What follows belongs to an exercise in optimizing a design on an open flow for small area and a short achievable clock period; a production flow would make more cautious choices.
The RTL was checked by simulation tests, not by an equivalence proof against the original design.
The flow treats the clock pin as an ideal source. Dropping or thinning the clock tree relies on that and would not hold on a real chip.
Power and IR drop assume default switching activity.

## run 1
## nibble_mem
module nibble_mem (
    input  wire        clk,
    input  wire        rst_n,    
    input  wire [3:0]  din,
    input  wire        store,
    input  wire        next,
    input  wire        prev,
    output wire [3:0]  dout,
    output reg  [5:0]  addr
);
clock: 4.0 ns
lec_check: 0
cap_margin: 20
core_margin: 2
core_utilization: 35
cts_cluster_diameter: 100
cts_cluster_size: 30
setup_slack_margin: 2.4
slew_margin: 20
standard.sh (not shown) runs the stock make flow with config.mk's settings and CLKGATE_MAP_FILE= SYNTH_SCRIPT=/design/flow/synth_recipe.tcl, a recipe that flattens the netlist after the stock synthesis.
==> flow/flow/run.sh <==
#!/bin/bash
# Layout flow: the standard ORFS flow (standard synthesis unchanged), with
#  - plain buffers (buf_2) on the ports instead of the default port buffer choice,
#  - resizing not restricted to the same cell footprint,
#  - CTS without dummy loads and with larger sink clusters,
set -euo pipefail
export BUFFER_PORTS_ARGS="-buffer_cell sky130_fd_sc_hd__buf_2"
export CTS_ARGS="-sink_clustering_enable -repair_clock_nets -dont_use_dummy_load -sink_clustering_size 30 -sink_clustering_max_diameter 100"
R=orfs/results/sky130hd/nibble_mem/base
bash standard.sh MATCH_CELL_FOOTPRINT=0 cts > make_cts.log 2>&1
ODB_IN=$R/4_cts.odb ODB_OUT=$R/4_cts.odb openroad -no_init -exit flow/rmroot.tcl > rmroot.log 2>&1
bash standard.sh MATCH_CELL_FOOTPRINT=0 finish > make_finish.log 2>&1
==> flow/flow/rmroot.tcl <==
read_db $::env(ODB_IN)
set block [ord::get_db_block]
set clk_net [[$block findBTerm clk] getNet]
set its [$clk_net getITerms]
if {[llength $its] == 1} {
  set root [[lindex $its 0] getInst]
  set out_net [[$root findITerm X] getNet]
  set loads {}
  foreach it [$out_net getITerms] { if {[$it getInst] ne $root} { lappend loads $it } }
  if {[llength $loads] <= 4 && [llength [$out_net getBTerms]] == 0} {
    foreach it $loads { $it disconnect; $it connect $clk_net }
    [$root findITerm A] disconnect
    [$root findITerm X] disconnect
    puts "rmroot: removed [$root getName], clk now feeds [llength $loads] pins"
    odb::dbInst_destroy $root
    odb::dbNet_destroy $out_net
  }
}
write_db $::env(ODB_OUT)
Run 1 went all the way through synthesis, placement and routing and the layout is clean on timing, DRC and antenna.
Input changes introduced in run 2 (baseline for comparison: run 1):
- a change of CORE_UTILIZATION from 35 to 45
==> results.txt <==
Between run 1 and run 2, the sequential power figures differ only marginally.
Any difference in fmax between run 1 and run 2 is small enough to ignore.
Run 2 vs run 1: final core utilization up in run 2
Run comparison: run 2 classification of the worst-slack hold path reg -> reg; run 1 classification of the worst-slack hold path in -> async
The final design instance area without fill of run 2 was superior to that of run 1.
After detailed routing, run 1 needs less wire than run 2.
Cell-internal power: run 2 vs run 1 — no meaningful difference
The share of the clock period used by the worst path was comparable across run 2 and run 1.
> inputs changed (run 2 -> run 3)
- CORE_UTILIZATION: 45 -> 35
- SLEW_MARGIN: 20 -> 60
==> results.txt <==
- Changes observed in run 3 relative to run 2: remaining max-slew budget at the tightest pin +15 points; sum of routed wire length over all layers -1100 um.
- Run 3 against run 2: portion of the clock cycle consumed by the worst path in the final layout moved down; first-pass iteration count of the detailed router lost 3.

---

== JK ==
Another version of the RTL of nibble_mem (not shown whole).
Size in the first run: about 680 cells after synthesis.
export LEC_CHECK = 0
export CAP_MARGIN = 20
export CORE_MARGIN = 2
export CORE_UTILIZATION = 35
export CTS_CLUSTER_DIAMETER = 100
export CTS_CLUSTER_SIZE = 30
export SETUP_SLACK_MARGIN = 2.4
export SLEW_MARGIN = 20
create_clock -name core_clock -period 4.0 [get_ports {clk}]
==> flow/flow/run.sh <==
#!/bin/bash
# Layout flow: the standard ORFS flow (standard synthesis unchanged), with
#  - plain buffers (buf_2) on the ports instead of the default port buffer choice,
#  - resizing not restricted to the same cell footprint,
#  - CTS without dummy loads and with larger sink clusters,
#  - after CTS, a shorter clock tree, the same for every register: the clock
#    root buffer is removed and each first-level clock buffer is split in two,
#    so the clock port drives 4 first-level clock buffers directly
#    (rmroot.tcl, splitmid.tcl).
# Each tool run writes its full output to a log file in this folder.
set -euo pipefail
export BUFFER_PORTS_ARGS="-buffer_cell sky130_fd_sc_hd__buf_2"
export CTS_ARGS="-sink_clustering_enable -repair_clock_nets -dont_use_dummy_load -sink_clustering_size 30 -sink_clustering_max_diameter 100"
R=orfs/results/sky130hd/nibble_mem/base
bash standard.sh MATCH_CELL_FOOTPRINT=0 cts > make_cts.log 2>&1
ODB_IN=$R/4_cts.odb ODB_OUT=$R/4_cts.odb openroad -no_init -exit flow/rmroot.tcl > rmroot.log 2>&1
ODB_IN=$R/4_cts.odb ODB_OUT=$R/4_cts.odb openroad -no_init -exit flow/splitmid.tcl > splitmid.log 2>&1
bash standard.sh MATCH_CELL_FOOTPRINT=0 finish > make_finish.log 2>&1
Scripts as last shown in full above: flow/flow/rmroot.tcl
Other scripts of this flow, unchanged in this note and not shown: flow/flow/splitmid.tcl
Input changes introduced in MS (baseline for comparison: JK):
- SETUP_SLACK_MARGIN: 2.4 -> 2.3
Findings:
MS ends up with lower internal power contribution than JK does. Delta (MS minus JK): sequential power comparable; peak clock frequency supported by timing now sits at about the same level. The via count reported for MS is lower than the one for JK. Diff JK..MS | clock skew | negligible.

---

Another version of the RTL of nibble_mem (not shown whole).
Size: about 280 flip-flops, about 19 I/O pins, roughly 10000 um^2 of cells after synthesis.
==> flow/design.v (excerpt) <==
module nibble_mem (
    input  wire        clk,
    input  wire        rst_n,    
    input  wire [3:0]  din,
    input  wire        store,
    input  wire        next,
    input  wire        prev,
    output wire [3:0]  dout,
    output reg  [5:0]  addr
);
Settings: LEC_CHECK=0, CAP_MARGIN=20, CORE_MARGIN=2, CORE_UTILIZATION=35, CTS_CLUSTER_DIAMETER=80, CTS_CLUSTER_SIZE=22, SETUP_SLACK_MARGIN=2.3, SLEW_MARGIN=20; clock period 4.0 ns.
==> flow/flow/run.sh <==
#!/bin/bash
# Layout flow: the standard ORFS flow (standard synthesis unchanged), with
#  - plain buffers (buf_2) on the ports instead of the default port buffer choice,
#  - resizing not restricted to the same cell footprint,
#  - CTS without dummy loads and with larger sink clusters,
#  - after CTS, a shorter clock tree, the same for every register: the clock
#    root buffer is removed and each first-level clock buffer is split in two,
#    so the clock port drives 4 first-level clock buffers directly
#    (rmroot.tcl, splitmid.tcl).
# Each tool run writes its full output to a log file in this folder.
set -euo pipefail
export BUFFER_PORTS_ARGS="-buffer_cell sky130_fd_sc_hd__buf_2"
export CTS_ARGS="-sink_clustering_enable -repair_clock_nets -dont_use_dummy_load -sink_clustering_size 22 -sink_clustering_max_diameter 80"
R=orfs/results/sky130hd/nibble_mem/base
bash standard.sh MATCH_CELL_FOOTPRINT=0 cts > make_cts.log 2>&1
ODB_IN=$R/4_cts.odb ODB_OUT=$R/4_cts.odb openroad -no_init -exit flow/rmroot.tcl > rmroot.log 2>&1
ODB_IN=$R/4_cts.odb ODB_OUT=$R/4_cts.odb openroad -no_init -exit flow/splitmid.tcl > splitmid.log 2>&1
bash standard.sh MATCH_CELL_FOOTPRINT=0 finish > make_finish.log 2>&1
Scripts as last shown in full above: flow/flow/rmroot.tcl
Other scripts of this flow, unchanged in this note and not shown: flow/flow/splitmid.tcl
==> next run, changes <==
--- a/flow/flow/run.sh
+++ b/flow/flow/run.sh
@@ -11,5 +11,5 @@
 set -euo pipefail
 export BUFFER_PORTS_ARGS="-buffer_cell sky130_fd_sc_hd__buf_2"
-export CTS_ARGS="-sink_clustering_enable -repair_clock_nets -dont_use_dummy_load -sink_clustering_size 22 -sink_clustering_max_diameter 80"
+export CTS_ARGS="-sink_clustering_enable -repair_clock_nets -dont_use_dummy_load -sink_clustering_size 30 -sink_clustering_max_diameter 100"
 R=orfs/results/sky130hd/nibble_mem/base
 bash standard.sh MATCH_CELL_FOOTPRINT=0 cts > make_cts.log 2>&1
CTS_CLUSTER_DIAMETER = 100   (was 80)
CTS_CLUSTER_SIZE = 30   (was 22)
What happened: The new run produced a clean layout; cell area drops by 0.61%; sequential share of layout area climbs by 0.38 points; first-iteration DRC count climbs by 1.3%; global-route usage stays flat; critical path depth drops by 1; worst setup slack loses 0.015 ns; routed wire length is about the same; combinational power hardly moves.

re-timing with driven ports:
No port has a modelled driver above. Below, the same layouts with a new extraction and two added sets of constraints.
Step 1: set_driving_cell puts a clkbuf_16 on clk and a buf_2 on each other input, an assumption about the parent block.
Step 2 times the ports against the registers' clock, not the clock port: input delays grow and output delays shrink by t, the midpoint of the rising clock arrivals with the driver on.
Three values: ideal ports, drivers, drivers and shift; two values: the first two.
run | t (ns) | setup slack, ns | hold slack, ns | worst register clock-pin slew, ns
run 1 | 0.385 | 2.247 / 2.188 / 2.264 | 0.356 / 0.372 / 0.381 | 0.11 / 0.11
run 2 | 0.394 | 2.243 / 2.197 / 2.238 | 0.383 / 0.383 / 0.383 | 0.11 / 0.11
run 3 | 0.383 | 2.258 / 2.202 / 2.343 | 0.289 / 0.302 / 0.381 | 0.11 / 0.11
JK | 0.391 | 2.318 / 2.220 / 2.306 | 0.376 / 0.376 / 0.376 | 0.11 / 0.11
MS | 0.391 | 2.320 / 2.221 / 2.313 | 0.376 / 0.376 / 0.376 | 0.11 / 0.11
the first run of note 3 | 0.382 | 2.353 / 2.264 / 2.183 | 0.368 / 0.368 / 0.368 | 0.09 / 0.09
the second run of note 3 | 0.375 | 2.338 / 2.246 / 2.176 | 0.382 / 0.379 / 0.382 | 0.11 / 0.11
After both steps every run listed still meets setup and hold. The setup slack of the first run of note 3, which loses most, moves by -0.089 ns with the drivers and by -0.170 ns with both steps. Setup slack includes reset recovery checks.
